This is an optimization exercise on Yosys and OpenROAD, whose aim is small area, not a production implementation. The RTL was checked by simulation tests, not by an equivalence proof against the original design. Power is estimated from default activity; no workload was simulated.

old:
// set_time
module set_time (clk, rst, button_mid, button_r, button_l, button_up, button_down,  mode,
set_string, count, year_d, month_d, week, day_d, hour_d, min_d, sec_d);
input clk;
input rst;
input button_mid;
input button_l;
input button_r;
input button_down;
input button_up;
input [3:0]mode;
output [83:0] set_string;
output reg [4:0] count;
output [14:0] year_d;
output [3:0] month_d;
output reg [3:0] week;
output [4:0] day_d;
output [5:0] hour_d;
output [5:0] min_d;
output [5:0] sec_d;
localparam HOLD = 10;
function [8:0] add8;    
    input [7:0] x, y;
    input ci;
    integer i;
    reg c;
    begin
        c = ci;
        for (i = 0; i < 8; i = i + 1) begin
            add8[i] = x[i] ^ y[i] ^ c;
            c = (x[i] & y[i]) | (x[i] & c) | (y[i] & c);
        end
        add8[8] = c;
    end
endfunction
function [15:0] add15;   
    input [14:0] x, y;
    integer i;
    reg c;
    begin
        c = 1'b0;
        for (i = 0; i < 15; i = i + 1) begin
            add15[i] = x[i] ^ y[i] ^ c;
            c = (x[i] & y[i]) | (x[i] & c) | (y[i] & c);
        end
        add15[15] = c;
    end
endfunction
function [3:0] inc4;
    input [3:0] x;
    inc4 = {x[3] ^ (x[2] & x[1] & x[0]), x[2] ^ (x[1] & x[0]), x[1] ^ x[0], ~x[0]};
endfunction
function [3:0] dec4;
    input [3:0] x;
    dec4 = {x[3] ^ ~(x[2] | x[1] | x[0]), x[2] ^ ~(x[1] | x[0]), x[1] ^ ~x[0], ~x[0]};
endfunction
function ge4;           
    input [3:0] x, y;
    reg [8:0] s;
    begin
        s = add8({4'd0, x}, {4'h0, ~y}, 1'b1);
        ge4 = s[4];
    end
endfunction
function [5:0] csa7;
    input [2:0] x, y, z;
    reg [2:0] s, c;
    begin
        s = x ^ y ^ z;
        c = (x & y) | (x & z) | (y & z);
        csa7 = {c[1:0], c[2], s};
    end
endfunction
function [2:0] fin7;
  ...
Size in the first run: roughly 150 I/O pins, about 0.0084 mm2 of cells after synthesis.
Settings: LEC_CHECK=0, CAP_MARGIN=20, CORE_MARGIN=2, CORE_UTILIZATION=40, CTS_BUF_LIST=sky130_fd_sc_hd__clkbuf_8, PLACE_DENSITY=0.6, SLEW_MARGIN=20; clock period 40.0 ns.
standard.sh (not shown) runs the stock make flow with config.mk's settings and CLKGATE_MAP_FILE= SYNTH_SCRIPT=/design/flow/synth_recipe.tcl, a recipe that flattens the netlist after the stock synthesis.
==> flow/flow/run.sh <==
#!/bin/bash
# Own layout flow: the standard synthesis, then the combinational logic of
# its netlist re-mapped for area with ABC (registers, tie cells and adder cells
# untouched, see resynth.tcl; four random seeds, the smallest result is kept),
# then the standard layout from floorplan to finish, with buf_1 cells as
# the port buffers. Each tool's output goes to a log file of its own here.
set -euo pipefail
R=orfs/results/${FLOW_PLATFORM}/set_time/base
YOSYS=${FLOW_HOME}/../tools/install/yosys/bin/yosys
LIB=${FLOW_HOME}/platforms/${FLOW_PLATFORM}/lib/sky130_fd_sc_hd__tt_025C_1v80.lib
bash standard.sh synth > log_1_standard_synth.txt 2>&1
cp "$R/1_2_yosys.v" std_1_2_yosys.v
for s in 1 2 3 4; do
  sed "s/@SEED@/$s/" flow/abc_area.script > abc_seed$s.script
  ( RS_LIB=$LIB RS_TOP=${FLOW_TOP} RS_IN=std_1_2_yosys.v RS_OUT=resynth_seed$s.v RS_ABC=abc_seed$s.script \
      "$YOSYS" -c flow/resynth.tcl > log_2_resynth_seed$s.txt 2>&1 || true ) &
done
wait
best=std_1_2_yosys.v
bestarea=1e30
for s in 1 2 3 4; do
  if [[ -s resynth_seed$s.v && -s resynth_seed$s.v.stat ]]; then
    a=$(awk '/Chip area/ {print $NF}' resynth_seed$s.v.stat)
    if awk -v a="$a" -v b="$bestarea" 'BEGIN {exit !(a < b)}'; then best=resynth_seed$s.v; bestarea=$a; fi
  fi
done
echo "using $best (area $bestarea)" > log_2_resynth_choice.txt
cp "$best" "$R/1_2_yosys.v"
rm -f "$R/1_synth.odb" "$R/1_synth.sdc"
bash standard.sh BUFFER_PORTS_ARGS="-buffer_cell sky130_fd_sc_hd__buf_1" finish > log_3_standard_layout.txt 2>&1
==> flow/flow/abc_area.script <==
strash
&get -n; &deepsyn -T 90 -S @SEED@; &put
&get -n; &dch -f; &nf -p -R 1000 -F 8 -A 8 -C 32; &put
==> flow/flow/resynth.tcl <==
# Re-map the combinational logic of the standard synthesis netlist with a
# stronger ABC script. Flip-flops, tie cells and full/half adder cells are kept
# as they are (black boxes), so every register keeps its name and cell type.
yosys -import
set lib $::env(RS_LIB)
read_liberty -ignore_miss_func $lib
read_verilog $::env(RS_IN)
hierarchy -top $::env(RS_TOP)
blackbox sky130_fd_sc_hd__df* sky130_fd_sc_hd__edf* sky130_fd_sc_hd__sdf* sky130_fd_sc_hd__dl* sky130_fd_sc_hd__conb_1 sky130_fd_sc_hd__fa_* sky130_fd_sc_hd__ha_*
flatten
select $::env(RS_TOP)
opt -purge
abc -script $::env(RS_ABC) -liberty $lib -dont_use *probe* -dont_use *lpflow*
read_liberty -lib -overwrite $lib
setundef -zero
splitnets
opt_clean -purge
hilomap -singleton -hicell sky130_fd_sc_hd__conb_1 HI -locell sky130_fd_sc_hd__conb_1 LO
insbuf -buf sky130_fd_sc_hd__buf_4 A X
check -assert -mapped
tee -o $::env(RS_OUT).stat stat -liberty $lib
write_verilog -selected -noattr -nohex -nodec $::env(RS_OUT)
Here is what was changed in the inputs of new compared with old.
==> flow/flow/run.sh <==
#!/bin/bash
# Own layout flow: the standard synthesis, then the combinational logic of
# its netlist re-mapped for area (registers untouched, see resynth.tcl), then
# the standard layout from floorplan to finish, with buf_1 port buffers.
# Each tool's output goes to a log file of its own in the work folder.
set -euo pipefail
R=orfs/results/${FLOW_PLATFORM}/set_time/base
YOSYS=${FLOW_HOME}/../tools/install/yosys/bin/yosys
bash standard.sh synth > log_1_standard_synth.txt 2>&1
cp "$R/1_2_yosys.v" std_1_2_yosys.v
RS_LIB=${FLOW_HOME}/platforms/${FLOW_PLATFORM}/lib/sky130_fd_sc_hd__tt_025C_1v80.lib \
RS_TOP=${FLOW_TOP} RS_IN=std_1_2_yosys.v RS_OUT=resynth_1_2_yosys.v RS_ABC=flow/abc_area.script \
  "$YOSYS" -c flow/resynth.tcl > log_2_resynth.txt 2>&1
cp resynth_1_2_yosys.v "$R/1_2_yosys.v"
rm -f "$R/1_synth.odb" "$R/1_synth.sdc"
bash standard.sh BUFFER_PORTS_ARGS="-buffer_cell sky130_fd_sc_hd__buf_1" finish > log_3_standard_layout.txt 2>&1
==> flow/flow/abc_area.script <==
strash
&get -n; &deepsyn -T 60; &put
&get -n; &dch -f; &nf -p -R 1000 -F 8 -A 8 -C 32; &put
-- flow/flow/resynth.tcl --
<<< old, line 20
check -assert -mapped
tee -o $::env(RS_OUT).stat stat -liberty $lib
write_verilog -selected -noattr -nohex -nodec $::env(RS_OUT)
>>> new, line 20
check -assert -mapped
tee -o resynth_stat.txt stat -liberty $lib
write_verilog -selected -noattr -nohex -nodec $::env(RS_OUT)
==> comparison <==
new against old: total met2 wirelength after detailed routing up 3.6%, worst-case setup margin in the final layout up 94 ps, instance count of the mapped netlist flat. new against old: maximum VDD drop has increased; global-route usage has increased; clock insertion delay at the later pin of the skew report has remained practically unchanged; fmax has increased. On number of clock buffer instances in the layout, the lower figure sits with new, not old. Between new and old, the difference in final area is negligible. Non-clock buffer count of new exceeds that of old slightly.

---

Another version of the RTL of set_time (not shown whole).
For scale: roughly 1100 cells after synthesis, ~150 I/O pins, roughly 9100 um^2 of cells after synthesis.
clock: 40.0 ns
lec_check: 0
cap_margin: 20
core_margin: 2
core_utilization: 40
cts_buf_list: sky130_fd_sc_hd__clkbuf_8
place_density: 0.6
slew_margin: 20
==> flow/flow/run.sh <==
#!/bin/bash
# Own layout flow: the standard synthesis, then the combinational logic of
# its netlist re-mapped for area (registers untouched, see resynth.tcl), then
# the standard layout from floorplan to finish, with buf_1 port buffers.
# Each tool's output goes to a log file of its own in the work folder.
set -euo pipefail
R=orfs/results/${FLOW_PLATFORM}/set_time/base
YOSYS=${FLOW_HOME}/../tools/install/yosys/bin/yosys
bash standard.sh synth > log_1_standard_synth.txt 2>&1
cp "$R/1_2_yosys.v" std_1_2_yosys.v
RS_LIB=${FLOW_HOME}/platforms/${FLOW_PLATFORM}/lib/sky130_fd_sc_hd__tt_025C_1v80.lib \
RS_TOP=${FLOW_TOP} RS_IN=std_1_2_yosys.v RS_OUT=resynth_1_2_yosys.v RS_ABC=flow/abc_area.script \
  "$YOSYS" -c flow/resynth.tcl > log_2_resynth.txt 2>&1
cp resynth_1_2_yosys.v "$R/1_2_yosys.v"
rm -f "$R/1_synth.odb" "$R/1_synth.sdc"
bash standard.sh BUFFER_PORTS_ARGS="-buffer_cell sky130_fd_sc_hd__buf_1" finish > log_3_standard_layout.txt 2>&1
==> flow/flow/abc_area.script <==
strash
&get -n; &deepsyn -T 60; &put
dch -f
map -a
topo
==> flow/flow/resynth.tcl <==
# Re-map the combinational logic of the standard synthesis netlist with a
# stronger ABC script. Flip-flops, tie cells and full/half adder cells are kept
# as they are (black boxes), so every register keeps its name and cell type.
yosys -import
set lib $::env(RS_LIB)
read_liberty -ignore_miss_func $lib
read_verilog $::env(RS_IN)
hierarchy -top $::env(RS_TOP)
blackbox sky130_fd_sc_hd__df* sky130_fd_sc_hd__edf* sky130_fd_sc_hd__sdf* sky130_fd_sc_hd__dl* sky130_fd_sc_hd__conb_1 sky130_fd_sc_hd__fa_* sky130_fd_sc_hd__ha_*
flatten
select $::env(RS_TOP)
opt -purge
abc -script $::env(RS_ABC) -liberty $lib -dont_use *probe* -dont_use *lpflow*
read_liberty -lib -overwrite $lib
setundef -zero
splitnets
opt_clean -purge
hilomap -singleton -hicell sky130_fd_sc_hd__conb_1 HI -locell sky130_fd_sc_hd__conb_1 LO
insbuf -buf sky130_fd_sc_hd__buf_4 A X
check -assert -mapped
tee -o resynth_stat.txt stat -liberty $lib
write_verilog -selected -noattr -nohex -nodec $::env(RS_OUT)
The first run passed the timing, design-rule and antenna checks.
Next try:
- CORE_UTILIZATION: 40 -> 65
- PLACE_DENSITY: 0.6 -> 0.75
=> The changed run finished clean; count of clock-buffer cells in the layout stays the same; worst setup slack gets worse by 15 ps; non-clock buffer count stays the same; maximum frequency hardly moves; routed wire length goes down by 6.4%; total power is higher by 11%; combinational power rose by about 0.8%; clock skew stays flat; first-iteration DRC count goes up by 7.8%.

---

Another version of the RTL of set_time (not shown whole).
Size in the first run: ~1,200 cells after synthesis, about 150 I/O pins.
clock: 40.0 ns
lec_check: 0
cap_margin: 20
core_margin: 2
core_utilization: 40
cts_buf_list: sky130_fd_sc_hd__clkbuf_8
place_density: 0.6
slew_margin: 20
Scripts as last shown in full above: flow/flow/run.sh, flow/flow/abc_area.script, flow/flow/resynth.tcl
The baseline produced a clean layout.
==> next run, changes <==
==> flow/run.sh (new file) <==
#!/bin/bash
# synth_recipe.tcl (not shown) runs the flow's synth.tcl, then flattens the netlist and writes it again
# the make line also repeats each setting of config.mk as NAME=value (left out here)
make -C /OpenROAD-flow-scripts/flow DESIGN_CONFIG=/design/flow/config.mk WORK_HOME=/design/flow/orfs CLKGATE_MAP_FILE= SYNTH_SCRIPT=/design/flow/synth_recipe.tcl finish
--- a/flow/config.mk
+++ b/flow/config.mk
@@ -11 +11 @@
-export CTS_BUF_LIST = sky130_fd_sc_hd__clkbuf_8
+export CTS_BUF_LIST = sky130_fd_sc_hd__clkbuf_4
removed: flow/flow/run.sh
removed: flow/flow/abc_area.script
removed: flow/flow/resynth.tcl
removed: flow/standard.sh
Outcome: The changed run produced a clean layout; total power decreases by 16%; count of clock-buffer cells in the layout goes down by 2; global-route usage came out higher by 0.25 points; die area went up by 6.7%; via count went up by 9.0%; maximum frequency went down by 1.6%; synthesized area rises by 6.9%; non-clock buffer count increases by 9; wire length grows by 10%; combinational power is higher by 40%; design area increases by 14%.

---

Setup of pine:
set_time again, from the RTL that the note above started with.
make LEC_CHECK=0 CAP_MARGIN=20 CORE_MARGIN=2 CORE_UTILIZATION=40 PLACE_DENSITY=0.6 SLEW_MARGIN=20 finish   # period 40.0 ns
run.sh (not shown) runs the stock make flow with config.mk's settings and CLKGATE_MAP_FILE= SYNTH_SCRIPT=/design/flow/synth_recipe.tcl, a recipe that flattens the netlist after the stock synthesis.
Stock flow here: none of the scripts above is used.
pine closes out successfully: all stages finished, all timing, DRC and antenna checks passed.
Input-level comparison between oak and pine:
- CTS_CLUSTER_SIZE newly set to 30
- CTS_BUF_LIST newly set to sky130_fd_sc_hd__clkbuf_8
- CTS_CLUSTER_DIAMETER newly set to 100
==> flow/flow/run.sh (new file) <==
#!/bin/bash
# Own layout flow: the standard synthesis, then the combinational logic of
# its netlist re-mapped for area (registers untouched, see resynth.tcl), then
# the standard layout from floorplan to finish, with buf_1 port buffers.
# Each tool's output goes to a log file of its own in the work folder.
set -euo pipefail
R=orfs/results/${FLOW_PLATFORM}/set_time/base
YOSYS=${FLOW_HOME}/../tools/install/yosys/bin/yosys
bash standard.sh synth > log_1_standard_synth.txt 2>&1
cp "$R/1_2_yosys.v" std_1_2_yosys.v
RS_LIB=${FLOW_HOME}/platforms/${FLOW_PLATFORM}/lib/sky130_fd_sc_hd__tt_025C_1v80.lib \
RS_TOP=${FLOW_TOP} RS_IN=std_1_2_yosys.v RS_OUT=resynth_1_2_yosys.v RS_ABC=flow/abc_area.script \
  "$YOSYS" -c flow/resynth.tcl > log_2_resynth.txt 2>&1
cp resynth_1_2_yosys.v "$R/1_2_yosys.v"
rm -f "$R/1_synth.odb" "$R/1_synth.sdc"
bash standard.sh BUFFER_PORTS_ARGS="-buffer_cell sky130_fd_sc_hd__buf_1" finish > log_3_standard_layout.txt 2>&1
==> flow/flow/abc_area.script (new file) <==
strash
&get -n; &deepsyn -T 60; &put
dch -f
map -a
topo
==> flow/flow/resynth.tcl (new file) <==
# Re-map the combinational logic of the standard synthesis netlist with a
# stronger ABC script. Flip-flops, tie cells and full/half adder cells are kept
# as they are (black boxes), so every register keeps its name and cell type.
yosys -import
set lib $::env(RS_LIB)
read_liberty -ignore_miss_func $lib
read_verilog $::env(RS_IN)
hierarchy -top $::env(RS_TOP)
blackbox sky130_fd_sc_hd__df* sky130_fd_sc_hd__edf* sky130_fd_sc_hd__sdf* sky130_fd_sc_hd__dl* sky130_fd_sc_hd__conb_1 sky130_fd_sc_hd__fa_* sky130_fd_sc_hd__ha_*
flatten
select $::env(RS_TOP)
opt -purge
abc -script $::env(RS_ABC) -liberty $lib -dont_use *probe* -dont_use *lpflow*
read_liberty -lib -overwrite $lib
setundef -zero
splitnets
opt_clean -purge
hilomap -singleton -hicell sky130_fd_sc_hd__conb_1 HI -locell sky130_fd_sc_hd__conb_1 LO
insbuf -buf sky130_fd_sc_hd__buf_4 A X
check -assert -mapped
tee -o resynth_stat.txt stat -liberty $lib
write_verilog -selected -noattr -nohex -nodec $::env(RS_OUT)
==> flow/standard.sh (new file) <==
#!/bin/bash
# synth_recipe.tcl (not shown) runs the flow's synth.tcl, then flattens the netlist and writes it again
# the make line also repeats each setting of config.mk as NAME=value (left out here)
make -C /OpenROAD-flow-scripts/flow DESIGN_CONFIG=/design/flow/config.mk WORK_HOME=/design/flow/orfs CLKGATE_MAP_FILE= SYNTH_SCRIPT=/design/flow/synth_recipe.tcl "${@:-finish}"
removed: flow/run.sh
[summary]
Going from pine to oak, instance count of the mapped netlist up 1.8%; leakage power down about 20%; worst hold slack after final layout down 0.040 ns; routed wire length down about 10%; clock network fraction of total power down 4.4 points. Summary — overall power after layout, oak relative to pine: lower, by about 10%. clkinv_1 as the most common cell after layout, fill and taps aside was reported by oak, and inv_1 by pine. In the tables for oak and pine, combinational power reads lower with oak. Between oak and pine, layout overhead on the synthesized area is higher for pine, oak comes in under that.

what the ideal ports hide:
The flow's constraints put no driver on any port. The routed layouts listed below were extracted and timed again, unchanged, in two steps. Step 1 sets driving cells, clkbuf_16 on the clock port and buf_2 on the other inputs (assumed; they add their load-dependent delay and slew). Step 2, shift: input delay + t, output delay - t, t = (earliest + latest rising clock arrival at the registers) / 2. This alone moves slack from input paths to output paths. Slacks: ideal / step 1 / step 2; pairs: ideal / step 1.
| run | shift t [ns] | setup WS [ns] | hold WS [ns] | worst slew at a driven data input, ns |
|---|---|---|---|---|
| old | 0.404 | 24.963 / 24.926 / 25.330 | 0.488 / 0.488 / 0.488 | 0.03 |
| new | 0.409 | 25.056 / 25.017 / 25.426 | 0.506 / 0.506 / 0.506 | 0.03 |
| the first run of note 2 | 0.479 | 25.158 / 25.118 / 25.597 | 0.436 / 0.436 / 0.436 | 0.03 |
| the second run of note 2 | 0.484 | 25.143 / 25.105 / 25.589 | 0.436 / 0.436 / 0.436 | 0.03 |
| the first run of note 3 | 0.479 | 25.050 / 25.010 / 25.490 | 0.440 / 0.440 / 0.440 | 0.03 |
| the second run of note 3 | 0.579 | 24.800 / 24.757 / 25.336 | 0.487 / 0.487 / 0.487 | 0.03 |
| pine | 0.464 | 24.952 / 24.906 / 25.370 | 0.480 / 0.480 / 0.480 | 0.03 |
| oak | 0.479 | 25.050 / 25.010 / 25.490 | 0.440 / 0.440 / 0.440 | 0.03 |
After both steps every run listed still meets setup and hold.
